Context: an optimization exercise on an open-source flow, tuned for a short achievable clock period and few clock cycles. The choices shown serve that exercise and are no tape-out recipe. Function was checked by simulation only, so behaviour that the tests miss may differ from the original. Power figures rest on the tool's default switching activity, not on a simulated workload.

$ cat config.mk
export PLATFORM = sky130hd
export DESIGN_NAME = pipeline
export DESIGN_NICKNAME = pipeline
export VERILOG_FILES = /design/flow/design.v
export SDC_FILE = /design/flow/constraint.sdc
export NUM_CORES = 4
export LEC_CHECK = 0
export CAP_MARGIN = 20
export CORE_MARGIN = 2
export CORE_UTILIZATION = 40
export SLEW_MARGIN = 20
$ cat constraint.sdc
create_clock -name core_clock -period 8.0 [get_ports {clk}]
set_input_delay 1.6000 -clock core_clock [delete_from_list [all_inputs] [get_ports {clk}]]
set_output_delay 1.6000 -clock core_clock [all_outputs]
set_load 0.01 [all_outputs]
$ cat design.v
`timescale 1ns / 1ps
module pipeline (
    input wire clk,
    input wire reset,                         
    output wire [31:0] imem_addr,
    input wire [31:0] imem_data,
    output wire [31:0] dmem_addr,
    output wire [31:0] dmem_wdata,
    output wire dmem_we,
    input wire [31:0] dmem_rdata,
    output wire reg_write_out,
    output wire [4:0] write_reg_out,
    output wire [31:0] write_data_out
);
    reg [31:0] pc;
    reg        fd_v;
    reg [31:0] fd_ins, fd_pc, fd_ptgt;
    reg        fd_pt, fd_hit;
    reg [1:0]  fd_ctr;
    reg        de_v, de_wr, de_ld, de_st, de_br;
    reg [4:0]  de_dst;
    reg [31:0] de_a, de_b, de_s;
    reg        de_fa, de_fb, de_fs, de_fsl;
    reg        de_sub, de_and, de_or, de_slt, de_zero;
    reg        de_early, de_etaken, de_ebad, de_tok, de_fok, de_hit;
    reg [1:0]  de_ctr;
    reg [31:0] de_tgt, de_pc1;
    reg [15:0] de_pc;
    reg        em_wr, em_ld, em_st;
    reg [4:0]  em_dst;
    reg [31:0] em_res, em_sd;
    reg        mw_wr;
    reg [4:0]  mw_dst;
    reg [31:0] mw_val;
    reg [31:0] rf [1:31];
    reg        bt_v   [0:31];
    reg [10:0] bt_tag [0:31];
    reg [31:0] bt_tgt [0:31];
    reg [1:0]  bt_ctr [0:31];
    wire [4:0]  f_idx  = pc[4:0];
    wire        f_hit  = bt_v[f_idx] && bt_tag[f_idx] == pc[15:5];
    wire [1:0]  f_ctr  = bt_ctr[f_idx];
    wire [31:0] f_tgt  = bt_tgt[f_idx];
    wire        f_pt   = f_hit && f_ctr[1];
    wire [31:0] pc1    = pc + 32'd1;
    assign imem_addr = pc;
    wire [5:0] op = fd_ins[31:26];
    wire [5:0] fn = fd_ins[5:0];
    wire [4:0] rs = fd_ins[25:21];
    wire [4:0] rt = fd_ins[20:16];
    wire [4:0] rd = fd_ins[15:11];
    wire [31:0] imm = {{16{fd_ins[15]}}, fd_ins[15:0]};
    wire isR = op == 6'h00;
    wire isL = op == 6'h23;
    wire isS = op == 6'h2B;
    wire isB = op == 6'h04;
    wire useA = isR | isL | isS | isB;
    wire useB = isR | isB;
    wire [4:0] dst = isR ? rd : rt;
    wire wr = (isR | isL) && dst != 5'd0;
    wire eA = de_v && de_wr && de_dst == rs;
    wire eB = de_v && de_wr && de_dst == rt;
    wire mA = em_wr && em_dst == rs;
    wire mB = em_wr && em_dst == rt;
    wire wA = mw_wr && mw_dst == rs;
    wire wB = mw_wr && mw_dst == rt;
    wire [31:0] rfA = (rs == 5'd0) ? 32'd0 : rf[rs];
    wire [31:0] rfB = (rt == 5'd0) ? 32'd0 : rf[rt];
    wire [31:0] cA = mA ? em_res : wA ? mw_val : rfA;
    wire [31:0] cB = mB ? em_res : wB ? mw_val : rfB;
    wire [31:0] vA = (mA && em_ld) ? dmem_rdata : cA;
    wire [31:0] vB = (mB && em_ld) ? dmem_rdata : cB;
    wire stall = fd_v && de_v && de_ld && ((useA && eA) || (useB && eB));
    wire [31:0] d_pc1 = fd_pc + 32'd1;
    wire [31:0] d_tgt = d_pc1 + imm;
    wire [31:0] d_next = fd_pt ? fd_ptgt : d_pc1;    
    wire d_tok = d_next == d_tgt;
    wire d_fok = !fd_pt;
    wire d_ready  = !eA && !eB && !(mA && em_ld) && !(mB && em_ld);
    wire d_taken  = cA == cB;
    wire d_early  = isB && d_ready;
    wire misD_raw = fd_v && !stall && ((d_early && d_taken != fd_pt) || (fd_pt && !isB));
    wire [31:0] redirD = (isB && d_taken) ? d_tgt : d_pc1;
    wire [31:0] xa = de_fa ? em_res : de_a;
    wire [31:0] xb = de_fb ? em_res : de_b;
    wire        bsub = de_sub | de_slt;
    wire [32:0] sum = {1'b0, xa} + {1'b0, bsub ? ~xb : xb} + {32'd0, bsub};
    wire [31:0] res = de_and  ? (xa & xb) :
                      de_or   ? (xa | xb) :
                      de_slt  ? {31'd0, ~sum[32]} :
                      de_zero ? 32'd0 : sum[31:0];
    wire e_eq    = xa == xb;
    wire e_taken = de_early ? de_etaken : e_eq;
    wire misE    = de_v && de_br && (de_early ? de_ebad : (e_eq ? !de_tok : !de_fok));
    wire [31:0] redirE = e_taken ? de_tgt : de_pc1;
    wire misD    = misD_raw && !misE;
    always @(posedge clk) begin
        if (reset)
            pc <= 32'd0;
        else if (misE)
            pc <= redirE;
        else if (stall)
            pc <= pc;
        else if (misD)
            pc <= redirD;
        else if (f_pt)
            pc <= f_tgt;
        else
            pc <= pc1;
    end
    always @(posedge clk) begin
        if (reset || misE || misD)
            fd_v <= 1'b0;
        else if (!stall)
            fd_v <= 1'b1;
        if (!stall) begin
            fd_ins  <= imem_data;
            fd_pc   <= pc;
            fd_ptgt <= f_tgt;
            fd_pt   <= f_pt;
            fd_hit  <= f_hit;
            fd_ctr  <= f_ctr;
        end
    end
    wire go = fd_v && !stall && !misE && !reset;
    always @(posedge clk) begin
        de_v   <= go;
        de_wr  <= go && wr;
        de_ld  <= go && isL;
        de_st  <= go && isS;
        de_br  <= go && isB;
        de_dst <= dst;
        de_a   <= vA;
        de_b   <= (isL || isS) ? imm : vB;
        de_s   <= vB;
        de_fa  <= eA;
        de_fb  <= eB && useB;
        de_fs  <= eB && !de_ld;
        de_fsl <= eB && de_ld;
        de_sub <= isB || (isR && fn == 6'h22);
        de_and <= isR && fn == 6'h24;
        de_or  <= isR && fn == 6'h25;
        de_slt <= isR && fn == 6'h2A;
        de_zero <= isR && fn != 6'h20 && fn != 6'h22 && fn != 6'h24 && fn != 6'h25 && fn != 6'h2A;
        de_early  <= d_early;
        de_etaken <= d_taken;
        de_ebad   <= d_taken && fd_pt && !d_tok;
        de_tok <= d_tok;
        de_fok <= d_fok;
        de_hit <= fd_hit;
        de_ctr <= fd_ctr;
        de_tgt <= d_tgt;
        de_pc1 <= d_pc1;
        de_pc  <= fd_pc[15:0];
    end
    always @(posedge clk) begin
        em_wr  <= de_v && de_wr && !reset;
        em_ld  <= de_v && de_ld && !reset;
        em_st  <= de_v && de_st && !reset;
        em_dst <= de_dst;
        em_res <= res;
        em_sd  <= de_fsl ? dmem_rdata : de_fs ? em_res : de_s;
    end
    assign dmem_addr  = em_res;
    assign dmem_wdata = em_sd;
    assign dmem_we    = em_st;
    always @(posedge clk) begin
        mw_wr  <= em_wr && !reset;
        mw_dst <= em_dst;
        mw_val <= em_ld ? dmem_rdata : em_res;
    end
    always @(posedge clk) begin
        if (mw_wr)
            rf[mw_dst] <= mw_val;
    end
    assign reg_write_out  = mw_wr;
    assign write_reg_out  = mw_dst;
    assign write_data_out = mw_val;
    wire [4:0] u_idx = de_pc[4:0];
    integer i;
    always @(posedge clk) begin
        if (reset) begin
            for (i = 0; i < 32; i = i + 1)
                bt_v[i] <= 1'b0;
        end else if (de_v && de_br) begin
            if (de_hit) begin
                bt_ctr[u_idx] <= e_taken ? (de_ctr == 2'b11 ? 2'b11 : de_ctr + 2'b01)
                                         : (de_ctr == 2'b00 ? 2'b00 : de_ctr - 2'b01);
            end else if (e_taken) begin
                bt_v[u_idx]   <= 1'b1;
                bt_tag[u_idx] <= de_pc[15:5];
                bt_tgt[u_idx] <= de_tgt;
                bt_ctr[u_idx] <= 2'b10;
            end
        end
    end
endmodule
$ cat run.sh
#!/bin/bash
# synth_recipe.tcl (not shown) runs the flow's synth.tcl, then flattens the netlist and writes it again
# the make line also repeats each setting of config.mk as NAME=value (left out here)
make -C /OpenROAD-flow-scripts/flow DESIGN_CONFIG=/design/flow/config.mk WORK_HOME=/design/flow/orfs CLKGATE_MAP_FILE= SYNTH_SCRIPT=/design/flow/synth_recipe.tcl finish
==> reports/qor.txt <==
Lkg Pwr - 46.9 nW
syn_nets - 7333
clk slew on worst S/H paths - 70 ps
hold_ws - 354 ps
Slew Limit Headroom - 0.137
Synth area leaders - edfxtp_1 60%, mux4_2 16%, dfxtp_1 6.2%
Slew Limit Fails - 0
min Tclk post-route - 7270 ps
Finish-stage setup viols - 0
DRT Pass-1 Iters - 6
hpwl dp - 249 mm
Yosys Warn Count - 1
share of layout cells above drive strength 1 - 0.250
worst vdd ir - 0.000228 V
number of synthesized flops with an enable pin - 2532
Layout area overhead - 14.5%
CTS tree - yes
CP Data Required Time - 8760 ps
antenna violations before repair - 28
die height - 566 µm
Synth Register Bits - 2925
Post-Route WL - 415 mm
# placed instances - 11300
Final Skew - 61.1 ps
global-route wire length before repair - 577 mm
Finished Cell Area - 145000 µm²
Buffers on Ports - 200
vias in the first global route - 73300
Vias/cell - 6.22
dpl ws - 1060 ps
Initial Util - 0.402
GRT Total Usage - 0.254
crit path DAT - 8030 ps
nature of the critical path endpoint - flop
Chip Width - 566 µm
gr busiest metal - met2
Inserted Clock Buffers - 308
Routed Antenna Nets - 0
Routed wire per std cell - 34.9 µm
Std-Cell Rows - 206
Hold Crit Class - reg2reg
setup bufs post-CTS - 0
M3 GR Usage - 0.0540
Fmax achieved - 138 MHz
most common flop cell mapped by yosys - edfxtp_1
met1 usage - 0.331
worst setup margin - 730 ps
gr ovfl total - 0
CTS max path bufs - 4
post-CTS sizing - 0
Critical Path Fanout Max - 16
Yosys cell types - 85
filler instances - 26500
Async SR Flop Fraction - 0
Reg area - 84000 µm²
Cell Area, Placed - 135000 µm²
largest net degree at the start of global routing - 123
unrepaired setup endpoints after global routing - no
via count - 73900
routing usage on met2 - 0.404
fin util - 0.460
WS Path Type - reg2reg
Seq/Total Area, Yosys - 0.664
Mapped Cells - 7131
num ports - 201
Worst Tran Pin Value - 1290 ps
H-tree levels - 5
Final #Nets - 7665
Syn Area/Cell - 17.7 µm²
top cell type's share of synthesized area - 0.601
Setup TNS - 0 ps
GPL Wtd Cong - 0.959
fin crit share - 0.909
post-route non-filler standard cell count - 11900
Root Buffer - clkbuf_16
crit start category - flop
clk sinks - 2925
core area - 315000 µm²
status - finished clean
Final Power - 37.1 mW
multi-input logic area - 40500 µm²
Clk Latency, worst-skew pair - 890 ps
hold bufs inserted after CTS - 0
DR DRC count - 0
Initial DRC Count - 10100
synthesized area - 126000 µm²
MaxCap Viol Count - 0
area leader, netlist - edfxtp_1
Die ar. - 321000 µm²
Power Density - 256 nW/µm²
Final Hold Fails - 0
## path summary, 6_finish.rpt
kind                         from                  end  slack, ps  cells past startpoint
max          fd_ins[23]$_DFFE_PN_  pc[29]$_SDFFE_PP0N_        730                     18
min              fd_hit$_DFFE_PN_       de_hit$_DFF_P_        350                      0
max reg2reg  fd_ins[23]$_DFFE_PN_  pc[29]$_SDFFE_PP0N_        730                     18
min reg2reg      fd_hit$_DFFE_PN_       de_hit$_DFF_P_        350                      0
## synthesized netlist by cell type, types with 19 or more instances
library cell     n
a22o_1          35
buf_1           64
nand4_1         35
edfxtp_1      2532
nand2_1        239
mux4_2         919
a211o_1         19
o21ai_0        118
clkbuf_1       255
nand3_1         75
xnor2_1        127
inv_1          171
mux2_2         137
a211oi_1       108
and2_1          23
a222oi_1        21
nor2_1         334
dfxtp_1        393
nor2b_1         34
and3_1          30
ha_1           134
a21o_1          32
nor4_1          30
nor3_1          43
o22ai_1         79
xor2_1         110
a2111oi_0       20
a221oi_1        44
a31oi_1         31
a22oi_1         35
buf_4           33
buf_6           20
buf_2           73
mux2i_1        322
o31ai_1         23
a21oi_1        209
## per-layer routing
| metal | part of all wire | vias to the layer above |
|---|---|---|
| met4 | 0.057 | 8 |
| met1 | 0.38 | 39100 |
| met2 | 0.47 | 4192 |
| met3 | 0.093 | 912 |
| li1 | - | 29800 |
| met5 | 0.00017 | - |
## worst max-delay path, cell delays in order (launching register included)
cell and delay (ps):
edfxtp_1 510, xnor2_1 210, nand4_1 350, o22ai_4 880, nor2_2 340, buf_4 300, a222oi_1 700, xnor2_1 250
nand3_1 190, nor4_4 510, nand3_1 140, nor3_1 580, buf_4 230, ha_1 220, a22o_1 280, and3_1 460
nor2_1 490, a221oi_1 150, o32ai_1 300
## cell usage in the layout, fill, tap and decap left out, types with 30 or more instances in the layout
master and count:
a221oi_1 44, dfxtp_1 344, and3_1 30, nor3_1 41
a22o_1 35, mux2_2 137, clkinv_1 52, a21oi_1 208
clkinv_2 40, clkbuf_16 318, xnor2_1 127, a22oi_1 35
nor2_1 267, nand4_1 35, clkbuf_1 72, ha_1 134
nand2_1 237, a21o_1 32, a31oi_1 31, inv_1 170
xor2_1 110, o21ai_0 118, dfxtp_2 38, edfxtp_1 2532
clkdlybuf4s50_1 199, nand3_1 74, mux4_2 919, mux2i_1 321
nor2_4 66, a211oi_1 106, nor2b_1 32, buf_4 238
o22ai_1 78
## cells by family after synthesis
kind of cell               count (synthesis)  synth area share
xor gates and xnor gates                 240            0.0170
AOI/OAI and AO/OA                        889            0.0479
buffers and inverters                    619            0.0213
adders and majority gates                136            0.0136
DFF                                     2925             0.664
muxes                                   1378             0.201
and+or+nand+nor                          944            0.0353
## cell type report
class / count / area share
well taps: 4160 / 0.0360
repair buffers: 468 / 0.0302
inverters: 173 / 0.00452
clock buffers: 408 / 0.0584
multi-input cells: 3587 / 0.279
diodes: 12 / 0.000207
clock inverters: 150 / 0.0111
flip-flops and latches: 2925 / 0.580
## registers in the layout (all words and copies together), names as in the netlist, 64 cells and up, named ones only
register and cells:
rf 992, bt_tgt 1024, bt_ctr 64, bt_tag 352
## report_power, final
part	total, mW	switching, mW	leakage [nW]	internal [mW]
Clock	14.4	6.02	4.91	8.41
Sequential	18.4	0.738	26.4	17.7
Combinational	4.26	2.64	15.7	1.62
Total	37.1	9.39	46.9	27.7
Testbench counts, summed over its fixed seeds: cycles 10,703.

afterwards: timing with drivers on the ports:
How much do the figures lean on ideal ports? The routed layout below was timed once more, with nothing changed but the port constraints. Step 1: set_driving_cell puts a clkbuf_16 on clk and a buf_2 on each other input, an assumption about the parent block. Step 2 moves the port delays by t, midway between the first and last clock arrival at a register: inputs arrive t later, outputs are due t later. That takes back most of the time a late clock gives input paths. Slacks: ideal ports / drivers / drivers and shift; pairs: ideal ports / drivers.
t (ns): 0.956
setup WS [ns]: 0.730 / 0.730 / 0.730
latest minus earliest clock arrival (ns): 0.061 / 0.062
After both steps this run still meets setup and hold. The setup slack of this run moves by 0.000 ns with the drivers and by 0.000 ns with both steps.
